Background: an optimization exercise with open tools, aiming at small area, a short achievable clock period and few clock cycles. Do not read the settings as production practice. In this exercise RTL edits were held to simulation tests only and were not proved equivalent to the original. Power is estimated from default activity; no workload was simulated.

==> flow/constraint.sdc <==
create_clock -name core_clock -period 8.0 [get_ports {clk}]
set_input_delay 1.6000 -clock core_clock [delete_from_list [all_inputs] [get_ports {clk}]]
set_output_delay 1.6000 -clock core_clock [all_outputs]
set_load 0.01 [all_outputs]
==> flow/design.v <==
module divider#( 
    parameter WIDTH=32
)(
    input clk,rstn,
    input [3:0] pipeline_divider_type,
    input [4:0] pipeline_divider_subtype,
    input pipeline_divider_stall1,
    input pipeline_divider_flush1,
    input pipeline_divider_stall2,
    input pipeline_divider_flush2,
    input [WIDTH-1:0] pipeline_divider_din1,
    input [WIDTH-1:0] pipeline_divider_din2,
    output divider_pipeline_stall,
    output [WIDTH-1:0] divider_pipeline_dout
);
    localparam Tdiv=2;
    localparam Wait=0,Aline=1,Div=2,Waitout=3,Datain=4;
    localparam DIVW=0,MODW=1,DIVWU=2,MODWU=3;
    wire exe;reg busy;wire [WIDTH-1:0] din1,din2;
    reg [WIDTH-1:0] din1_reg1,din2_reg1;
    reg [WIDTH-1:0] dout;wire [4:0] mode;reg [4:0]mode_reg,nmode;
    reg [2:0] ns,cs;reg [WIDTH:0]temp;
    reg [WIDTH-1:0] remainder,nremainder,quotient,nquotient,din2_reg,ndin2_reg;
    reg din1s,din2s;
    reg [5:0] counter,ncounter;wire [4:0] n1,n2;
    wire stall1,stall2;wire flush1,flush2;
    assign stall1=pipeline_divider_stall1,flush1=pipeline_divider_flush1;
    assign stall2=pipeline_divider_stall2,flush2=pipeline_divider_flush2;
    assign exe=(pipeline_divider_type==Tdiv) && !flush1 && !stall2;
    assign divider_pipeline_stall=busy,din1=pipeline_divider_din1;
    assign din2=pipeline_divider_din2,divider_pipeline_dout=dout;
    assign mode=pipeline_divider_subtype;
    aliner alin1(.din(remainder),.n(n1));
    aliner alin2(.din(din2_reg),.n(n2));
    always@(posedge(clk))
    begin
    if(!rstn||(flush2 && !stall2))
        begin
        cs<=Wait;
        mode_reg<=DIVW;
        remainder<=0;quotient<=0;
        din1s<=0;din2s<=0;
        din2_reg<=0;
        counter<=0; 
        dout<=0;
        din1_reg1<=0;
        end
    else
        begin
        cs<=ns;
        remainder<=nremainder;
        quotient<=nquotient;
        counter<=ncounter;
        mode_reg<=nmode;
        din2_reg<=ndin2_reg;
        din1_reg1<=din1;din2_reg1<=din2;         
        if(mode_reg==DIVW||mode_reg==DIVWU)
            dout<=quotient;
        else
            dout<=remainder;
        if(cs==Wait)
            begin
            din1s<=din1[WIDTH-1];din2s<=din2[WIDTH-1];
            end
        end
    end
    always@(*)
    begin
    nremainder=remainder;
    nquotient=quotient;
    ncounter=counter;
    nmode=mode_reg;
    ndin2_reg=din2_reg;
    temp=remainder-({1'b0, din2_reg}<<counter);
    ns=Wait;
    busy=1;
    case(cs)
        Wait:
            begin
            busy=0;
            if(exe)
                begin
                nmode=mode;
                ns=Datain;
                end
            else
                begin
                ns=Wait;
                end
            end
        Datain:
             begin
             if(|din2_reg1)
                    ns=Aline;
                else
                    ns=Waitout; 
             nquotient=0;nremainder=0;
             if((mode_reg==DIVW||mode_reg==MODW)&&din1_reg1[WIDTH-1])
                 nremainder=0-din1_reg1;
             else
                 nremainder=din1_reg1;
             if((mode_reg==DIVW||mode_reg==MODW)&&din2_reg1[WIDTH-1])
                 ndin2_reg=0-din2_reg1;
             else
                 ndin2_reg=din2_reg1;
             end
        Aline:
            begin
            ncounter={1'b0,n1}-{1'b0,n2};
            if(ncounter[5])
                begin
                ns=Waitout;
                if(din1s&&(mode_reg==DIVW||mode_reg==MODW))
                    nremainder=0-remainder;
                nquotient=0;
                end
            else
                ns=Div;
            end
        Div:
            begin
            if(counter[5])
                begin
                ns=Waitout;
                if(din1s&&(mode_reg==DIVW||mode_reg==MODW))
                    nremainder=0-remainder;
                if(din1s^din2s&&(mode_reg==DIVW||mode_reg==MODW))
                    nquotient=0-quotient;
                end
            else
                begin
                ns=Div;
                ncounter=counter-1;
                nquotient[WIDTH-1:1]=quotient[WIDTH-2:0];
                if(temp[WIDTH]==0)
                    begin
                    nquotient[0]=1;
                    nremainder=temp[WIDTH-1:0];
                    end
                else
                    begin
                    nquotient[0]=0;
                    nremainder=remainder;
                    end
                end
            end
        Waitout:
            begin
            ns=Wait;
            end
    endcase
    end
endmodule
module aliner(
    input [31:0] din,
    output reg [4:0] n
);
    reg [15:0]d16;reg [7:0] d8;reg [3:0] d4; reg [1:0] d2; reg d1;
    always@(*)
    begin
    if(|din[31:16])
        begin
        n[4]=1;
        d16=din[31:16];
        end
    else
        begin
        n[4]=0;
        d16=din[15:0];
        end
    if(|d16[15:8])
        begin
        n[3]=1;
        d8=d16[15:8];
        end
    else
        begin
        n[3]=0;
        d8=d16[7:0];
        end
    if(|d8[7:4])
        begin
        n[2]=1;
        d4=d8[7:4];
        end
    else
        begin
        n[2]=0;
        d4=d8[3:0];
        end
    if(|d4[3:2])
        begin
        n[1]=1;
        d2=d4[3:2];
        end
    else
        begin
        n[1]=0;
        d2=d4[1:0];
        end
    if(|d2[1])
        begin
        n[0]=1;
        end
    else
        begin
        n[0]=0;
        end
    end
endmodule
==> flow/run.sh <==
#!/bin/bash
# synth_recipe.tcl (not shown) runs the flow's synth.tcl, then flattens the netlist and writes it again
# the make line also repeats each setting of config.mk as NAME=value (left out here)
make -C /OpenROAD-flow-scripts/flow DESIGN_CONFIG=/design/flow/config.mk WORK_HOME=/design/flow/orfs CLKGATE_MAP_FILE= SYNTH_SCRIPT=/design/flow/synth_recipe.tcl finish
==> flow/config.mk <==
export PLATFORM = sky130hd
export DESIGN_NAME = divider
export DESIGN_NICKNAME = divider
export VERILOG_FILES = /design/flow/design.v
export SDC_FILE = /design/flow/constraint.sdc
export NUM_CORES = 4
export LEC_CHECK = 0
export CAP_MARGIN = 20
export CORE_MARGIN = 2
export CORE_UTILIZATION = 40
export SLEW_MARGIN = 20
==> impl_metrics.py <==
metrics = {
    "clocking": {
        "ctsResizeCount": 0,
        "clock_path_buffers": 3,
        "cts_htree_levels": 1,
        "path_clk_slew_ns": 0.06,
        "clkLatencyLatePin_ns": 0.56,
        "root_buffer": "clkbuf_16",
        "cts_hold_buf": 0,
        "cts_tree": "built",
        "clock_sinks": 208,
        "cts_made_buffers": 26,
        "cts_setup_buffers": 0,
    },
    "timing": {
        "slew_headroom": 0.2526,
        "period_minus_slack_ns": 5.752,
        "worst_pin_slew_ns": 1.120,
        "hold_viol": 0,
        "skew_ns": 0.01808,
        "finalSetupViolCount": 0,
        "fin_crit_sh": 0.7190,
        "fmax_mhz": 173.9,
        "slew_violations": 0,
        "holdWs_ns": 0.5028,
        "fin_setup_tns_ns": 0,
        "rsz0062_at_grt": "no",
    },
    "run_status": {
        "status": "no timing/DRC/antenna violations",
    },
    "detailed_routing": {
        "first_pass_iters": 6,
        "drtAntennaViolNets": 0,
        "initialDrtViolationCount": 1167,
        "wl_mm": 49.41,
        "detail_route.wl_per_cell_um": 20.76,
        "via_per_inst": 6.100,
        "remaining_drc_errors": 0,
        "vias": 14520,
    },
    "synth": {
        "synthTopCellsByArea": "dfxtp_1, edfxtp_1, a21oi_1",
        "synth_commonest_cells": "nand2_1, nor2_1, dfxtp_1",
        "synth_edf_count": 32,
        "synth_area_per_cell_um2": 7.919,
        "yosysWarnings": 2,
        "yosysTopAreaCellShare": 0.2387,
        "ys_seq_elements": 208,
        "seq_area_frac_synth": 0.3038,
        "synthCells": 1864,
        "synth.net_count": 1987,
        "async_reset_ff_frac": 0,
        "synth_area_mm2": 0.01476,
        "yosys.cell_types.count": 86,
        "synth_area_leader_cell": "dfxtp_1",
        "synth_top_flop_cell": "dfxtp_1",
    },
    "grt": {
        "grt_pass1_vias": 13410,
        "gr-total-overflow": 0,
        "track_usage": 0.2510,
        "antenna_found_initial": 0,
        "grt_pass1_wl_mm": 76.71,
        "grt_max_degree": 70,
    },
    "critical_path": {
        "worstPathRequired_ns": 8.39,
        "worstPathMaxFanout": 29,
        "rrSetupSlack_ns": 2.25,
        "critPathLaunchType": "flip-flop",
        "crit_path_end_kind": "flip-flop",
        "arrival_ns": 6.14,
        "path_class": "reg2reg",
        "reg2reg_depth": 18,
    },
    "place": {
        "hpwlAfterDp_mm": 35.91,
        "place_area_mm2": 0.01611,
        "gp_congestion": 0.9848,
        "port_buffers": 110,
    },
    "die": {
        "rows": 70,
        "core-area_mm2": 0.03643,
        "die_height_um": 196.1,
        "dieWidth_um": 196.1,
        "io_pins": 112,
        "start_util": 0.4052,
        "dieArea_mm2": 0.03846,
    },
    "final_layout": {
        "design_area_mm2": 0.01705,
        "drive_above_1_share": 0.07584,
        "syn2layout_area_growth_pct": 15.48,
        "fill_cells": 3641,
        "fin_nets": 2015,
        "n_antenna_cell": 0,
    },
    "power_and_ir_drop": {
        "clkPwrFrac": 0.459,
        "switching_power_uw": 735.1,
        "internal-power_uw": 2026,
        "p_sw_frac": 0.2663,
        "ir_drop_mv": 0.1560,
        "comb_power_share": 0.135,
        "finalPower_uw": 2761,
        "p_leak_uw": 0.006068,
        "pwr-share-seq": 0.406,
        "power_density_mw_per_mm2": 162.0,
    },
    "hold_path": {
        "holdPathStages": 2,
        "hold_path.class": "reg2reg",
    },
    "flow_run": {
        "maxCapViolCount": 0,
    },
}
-- final timing paths --
check | start | to
worst max-delay path | counter[1]$_SDFFE_PP0P_ | remainder[2]$_SDFFE_PP0P_
worst min-delay path | quotient[31]$_SDFFE_PP0P_ | quotient[31]$_SDFFE_PP0P_
worst max register to register | counter[1]$_SDFFE_PP0P_ | remainder[2]$_SDFFE_PP0P_
worst min register to register | quotient[31]$_SDFFE_PP0P_ | quotient[31]$_SDFFE_PP0P_
-- power by group through the flow --
| stage | clock network, uW | registers (uW) | logic (uW) |
|---|---|---|---|
| floorplan | 0 | 1130 | 255 |
| detailed placement | 0 | 1140 | 366 |
| CTS | 1290 | 1120 | 368 |
| global route | 1330 | 1120 | 407 |
| finish | 1270 | 1120 | 372 |
| global placement | 0 | 1140 | 364 |
-- cells by family (layout without fill, tap and decap cells) --
family,Yosys count,in the layout,synth area share
AO/OA/AOI/OAI,554,554,0.2391
adder cells (fa/ha/maj),44,44,0.03831
multiplexers,88,88,0.07832
flip-flops,208,208,0.3038
AND/OR/NAND/NOR,684,684,0.2271
buffers and inverters,176,224,0.04814
XOR/XNOR,110,110,0.06527
-- per-stage QoR --
step | setup WS, ns | std cells | utilization
floorplan | 3.548 | 1864 | -
global placement | 2.385 | 2332 | 0.4421
detailed placement | 2.358 | 2332 | 0.4421
CTS | 2.340 | 2380 | 0.4678
global route | 1.947 | 2380 | 0.4679
finish | 2.248 | 2380 | 0.4679
-- critical path, stage by stage, from the launching register on --
cell and delay [ns]:
dfxtp_2 0.56, buf_4 0.44, mux2_2 0.24, nor2_1 0.04
a21oi_1 0.22, mux2_2 0.21, nor2_1 0.04, a211oi_1 0.26
a31oi_1 0.11, or2_2 0.36, ha_1 0.42, and3_1 0.27
nor4b_1 0.38, nand2_1 0.15, a211oi_1 0.54, or4_4 0.23
nand3_1 0.58, a211oi_1 0.41, o31ai_1 0.10
-- metal layers --
metal / vias up / part of all wire / track usage / wire, um
li1: 6910 / - / - / -
met1: 6956 / 0.44 / 0.3385 / 21620
met2: 562 / 0.47 / 0.4162 / 23310
met3: 89 / 0.060 / 0.02716 / 2975
met4: 0 / 0.030 / 0.09035 / 1501
met5: - / 0 / 0 / 0
-- cell usage in the layout (no fill, tap or decap), types with 18 or more instances in the layout --
master           count
o211ai_1            18
a211oi_1            55
o21ai_0            117
nor2_1             187
a31oi_1             20
clkdlybuf4s50_1    110
buf_4               24
and2_1              47
nand2b_1            22
or3_1               21
o22ai_1             26
clkbuf_16           29
nor4_1              23
inv_1               39
dfxtp_1            172
ha_1                42
nor3_1              58
nand3_1             33
nand2_1            189
mux4_2              21
mux2i_1             57
edfxtp_1            32
a21oi_1            173
xor2_1              55
o31ai_1             20
xnor2_1             55
-- area by class of cell --
class                      instances  area (um2)  share of cell area
inverter                          42       157.7            0.009248
timing repair buffer             134        1281             0.07516
clock buffer                      36       772.0             0.04529
clock inverter                    12       165.2            0.009689
sequential                       208        4489              0.2634
multi-input combinational       1480        9595              0.5629
tap                              468       585.6             0.03435
Testbench counts, summed over its fixed seeds: cycles 41,490.

-- separate check: timing with driven ports --
Ports are ideal in the flow. The routed layout listed here was re-timed in OpenROAD. Step 1 sets driving cells, clkbuf_16 on the clock port and buf_2 on the other inputs (assumed; they add their load-dependent delay and slew). Step 2 also shifts input and output timing later by t, the mid clock arrival at the registers, as if the neighbouring blocks saw the same clock. a / b / c = ideal / step 1 / step 2; a / b = the first two.
t, ns: 0.597
slack for setup (ns): 2.248 / 2.248 / 2.248
clock arrival spread, ns: 0.018 / 0.018
After both steps setup and hold are still met in this run. For this run, drivers alone change the setup slack by 0.000 ns; drivers and shift together by 0.000 ns.
